Source: an optimization exercise on an open RTL-to-GDS flow (aim: small area). Production flows keep margins and buffers that such runs may drop. At most, simulation tests tie the RTL to the original design; equivalence was not proved. Power is estimated from default activity; no workload was simulated.

// exec_core
module exec_core
(
    input  logic        clk,
    input  logic        rst_n,
    input  logic [3:0]  rs1,
    input  logic [3:0]  rs2,
    input  logic [3:0]  rd,
    input  logic [3:0]  alu_op,
    input  logic        use_imm,
    input  logic [31:0] imm,
    input  logic        reg_we,
    input  logic        flags_we,
    input  logic [1:0]  psr_addr,
    output logic [31:0] result,
    output logic [31:0] psr_rdata
);
    logic [15:0][31:0] regs;        
    logic [15:0][31:0] regs_d;
    logic [15:0]       sel1, sel2, we, keep;
    logic [3:0]        lo1_n, hi1_n, lo2_n, hi2_n, low_n, hiw_n;
    logic              rst;
    logic [31:0]       rdata1, op2, alu_out;
    logic [3:0]        apsr_nzcv, apsr_d;
    alu_pkg::alu_flags_t alu_flags;
    assign rst = !rst_n;
    genvar i, j;
    generate
        for (i = 0; i < 4; i++) begin : g_pre
            assign lo1_n[i] = (rs1[1:0] != i);
            assign hi1_n[i] = (rs1[3:2] != i);
            assign lo2_n[i] = (rs2[1:0] != i);
            assign hi2_n[i] = use_imm || (rs2[3:2] != i);
            assign low_n[i] = (rd[1:0] != i);
            assign hiw_n[i] = !reg_we || (rd[3:2] != i);
        end
        for (i = 0; i < 16; i++) begin : g_dec
            lf_nor2 u_s1 (.a(lo1_n[i % 4]), .b(hi1_n[i / 4]), .y(sel1[i]));
            lf_nor2 u_s2 (.a(lo2_n[i % 4]), .b(hi2_n[i / 4]), .y(sel2[i]));
            lf_nor2 u_we (.a(low_n[i % 4]), .b(hiw_n[i / 4]), .y(we[i]));
            if (i < 12) begin : g_rst
                lf_nor2 u_k (.a(we[i]), .b(rst), .y(keep[i]));
            end else begin : g_norst
                lf_inv  u_k (.a(we[i]), .y(keep[i]));
            end
        end
        for (i = 0; i < 16; i++) begin : g_wr
            for (j = 0; j < 32; j++) begin : g_bit
                lf_ao22 u_w (.a1(we[i]), .a2(alu_out[j]), .b1(keep[i]), .b2(regs[i][j]), .y(regs_d[i][j]));
            end
        end
        for (j = 0; j < 32; j++) begin : g_rd
            logic [15:0] col;
            for (i = 0; i < 16; i++) begin : g_col
                assign col[i] = regs[i][j];
            end
  ...
Size: roughly 2,200 cells after synthesis, about 25,000 um2 of cells after synthesis.
clock: 7.0 ns
lec_check: 0
cap_margin: 0
core_margin: 2
core_utilization: 40
cts_buf_list: sky130_fd_sc_hd__clkbuf_8
cts_cluster_diameter: 60
cts_cluster_size: 16
place_density: 0.6
slew_margin: 0
synth_hierarchical: 1
synth_minimum_keep_size: 0
standard.sh (not shown) runs the stock make flow with config.mk's settings and CLKGATE_MAP_FILE= SYNTH_SCRIPT=/design/flow/synth_recipe.tcl, a recipe that flattens the netlist after the stock synthesis.
==> flow/flow/run.sh <==
#!/bin/bash
# Layout flow: the standard ORFS flow (standard.sh) with these changes:
#  - the input and output ports are buffered with sky130_fd_sc_hd__buf_1
#    instead of the default port buffer cell;
#  - the synthesised netlist is not resized before placement (its
#    synthesis buffers are removed instead, REMOVE_ABC_BUFFERS);
#  - after global routing, repair_timing -recover_power downsizes cells on
#    paths that have slack to spare, and setup timing is then repaired to a
#    0.1 ns margin (flow/grt_hook.tcl).
# standard.sh's full output goes to standard.log in the work folder; ORFS's
# per-step logs stay under orfs/logs/.
set -euo pipefail
export BUFFER_PORTS_ARGS="-buffer_cell sky130_fd_sc_hd__buf_1"
export RECOVER_POWER=100
export REMOVE_ABC_BUFFERS=1
export PRE_GLOBAL_ROUTE_TCL="$PWD/flow/grt_hook.tcl"
bash standard.sh > standard.log 2>&1
==> flow/flow/grt_hook.tcl <==
proc ::recover_power_helper { } {
  puts "Power recovery, then setup repair to a 0.1 ns margin"
  report_tns
  report_wns
  log_cmd repair_timing -verbose -recover_power 100
  report_tns
  report_wns
  log_cmd repair_timing -verbose -setup -setup_margin 0.1
  report_tns
  report_wns
}
Next try:
--- a/flow/config.mk
+++ b/flow/config.mk
@@ -11,3 +11,4 @@
-export CTS_BUF_LIST = sky130_fd_sc_hd__clkbuf_8
-export CTS_CLUSTER_DIAMETER = 60
-export CTS_CLUSTER_SIZE = 16
+export CTS_BUF_LIST = sky130_fd_sc_hd__clkbuf_16
+export CTS_CLUSTER_DIAMETER = 100
+export CTS_CLUSTER_SIZE = 30
+export GPL_TIMING_DRIVEN = 0
What happened:
- The new run did not get past 5_1_grt with DPL-0033
- synthesized cell count stays the same
- synthesized area is unchanged
Next try:
--- a/flow/config.mk
+++ b/flow/config.mk
@@ -14 +13,0 @@
-export GPL_TIMING_DRIVEN = 0
=> The new run completed without violations; synthesized area does not change; synthesized cell count stays the same.

========
exec_core, a different RTL version from the one above (not shown whole).
Size: ~2,300 cells after synthesis, ~550 flip-flops, roughly 120 I/O pins, ~0.026 mm2 of cells after synthesis.
make LEC_CHECK=0 CAP_MARGIN=0 CORE_MARGIN=2 CORE_UTILIZATION=50 CTS_BUF_LIST=sky130_fd_sc_hd__clkbuf_16 CTS_CLUSTER_DIAMETER=100 CTS_CLUSTER_SIZE=24 PLACE_DENSITY=0.75 SLEW_MARGIN=0 SYNTH_HIERARCHICAL=1 SYNTH_MINIMUM_KEEP_SIZE=0 finish   # period 7.0 ns
run.sh (not shown) runs the stock make flow with config.mk's settings and CLKGATE_MAP_FILE= SYNTH_SCRIPT=/design/flow/synth_recipe.tcl, a recipe that flattens the netlist after the stock synthesis.
Stock flow here: none of the scripts above is used.
The starting point completed without violations.
Rerun with:
CAP_MARGIN = 20   (was 0)
CORE_UTILIZATION = 40   (was 50)
CTS_BUF_LIST = default   (was sky130_fd_sc_hd__clkbuf_16)
CTS_CLUSTER_DIAMETER = default   (was 100)
CTS_CLUSTER_SIZE = default   (was 24)
PLACE_DENSITY = 0.6   (was 0.75)
SLEW_MARGIN = 20   (was 0)
Outcome:
- area after synthesis does not change
- first-iteration DRC count drops by a few percent
- final area rose by a few percent
- via count came out lower slightly
- global-route usage shrinks by 6.0 points
No functional check of the RTL was part of any run of this note.

========
exec_core, a different RTL version from the one above (not shown whole).
For scale: roughly 2200 cells after synthesis, about 25000 sq um of cells after synthesis.
clock: 7.0 ns
lec_check: 0
cap_margin: 0
core_margin: 2
core_utilization: 40
cts_buf_list: sky130_fd_sc_hd__clkbuf_16
cts_cluster_diameter: 100
cts_cluster_size: 30
place_density: 0.6
slew_margin: 0
synth_hierarchical: 1
synth_minimum_keep_size: 0
standard.sh (not shown) runs the stock make flow with config.mk's settings and CLKGATE_MAP_FILE= SYNTH_SCRIPT=/design/flow/synth_recipe.tcl, a recipe that flattens the netlist after the stock synthesis.
==> flow/flow/run.sh <==
#!/bin/bash
# Layout flow: the standard ORFS flow (standard.sh) with two changes:
#  - the input and output ports are buffered with sky130_fd_sc_hd__buf_1
#    instead of the default port buffer cell;
#  - after global routing, repair_timing -recover_power downsizes cells on
#    paths that have slack to spare.
# standard.sh's full output goes to standard.log in the work folder; ORFS's
# per-step logs stay under orfs/logs/.
set -euo pipefail
export BUFFER_PORTS_ARGS="-buffer_cell sky130_fd_sc_hd__buf_1"
export RECOVER_POWER=100
bash standard.sh > standard.log 2>&1
The baseline produced a clean layout.
Rerun with:
==> flow/run.sh (new file) <==
#!/bin/bash
# synth_recipe.tcl (not shown) runs the flow's synth.tcl, then flattens the netlist and writes it again
# the make line also repeats each setting of config.mk as NAME=value (left out here)
make -C /OpenROAD-flow-scripts/flow DESIGN_CONFIG=/design/flow/config.mk WORK_HOME=/design/flow/orfs CLKGATE_MAP_FILE= SYNTH_SCRIPT=/design/flow/synth_recipe.tcl finish
removed: flow/flow/run.sh
removed: flow/standard.sh
The new run finished with timing, DRC and antenna clean.
Maximum frequency rose slightly.
Utilization rose by 3.9 points.
Via count rose by a few percent.
Synthesized cell count stays the same.
Setup slack is better by 21 ps.
Critical path depth rose by 6.
Wire length rose by a few percent.
Total power rose by a few percent.

re-timing with driven ports:
Ports are ideal in the flow. The routed layouts listed here were re-timed in OpenROAD. Step 1: set_driving_cell puts a clkbuf_16 on clk and a buf_2 on each other input, an assumption about the parent block. Step 2 also shifts input and output timing later by t, the mid clock arrival at the registers, as if the neighbouring blocks saw the same clock. a / b / c = ideal ports / drivers / drivers and shift; a / b = the first two.
| run | t, ns | setup slack, ns | hold slack, ns | worst setup path at the end | worst slew at a driven data input, ns |
|---|---|---|---|---|---|
| the first run of note 1 | 0.733 | 0.207 / 0.242 / -0.491 | 0.481 / 0.481 / 0.481 | input to register | 0.17 |
| the third run of note 1 | 0.669 | 0.320 / 0.360 / -0.310 | 0.484 / 0.484 / 0.484 | input to register | 0.19 |
| the first run of note 2 | 0.686 | 0.160 / 0.187 / -0.499 | 0.479 / 0.479 / 0.479 | input to register | 0.18 |
| the second run of note 2 | 0.684 | 0.296 / 0.340 / -0.345 | 0.471 / 0.471 / 0.471 | input to register | 0.20 |
| the first run of note 3 | 0.653 | 0.233 / 0.079 / -0.573 | 0.482 / 0.482 / 0.482 | input to register | 0.28 |
| the second run of note 3 | 0.665 | 0.254 / 0.298 / -0.367 | 0.481 / 0.481 / 0.481 | input to register | 0.25 |
With both steps, setup timing fails in every run listed, where it was met with ideal ports. For the first run of note 3, which loses most, drivers alone change the setup slack by -0.154 ns; drivers and shift together by -0.806 ns.
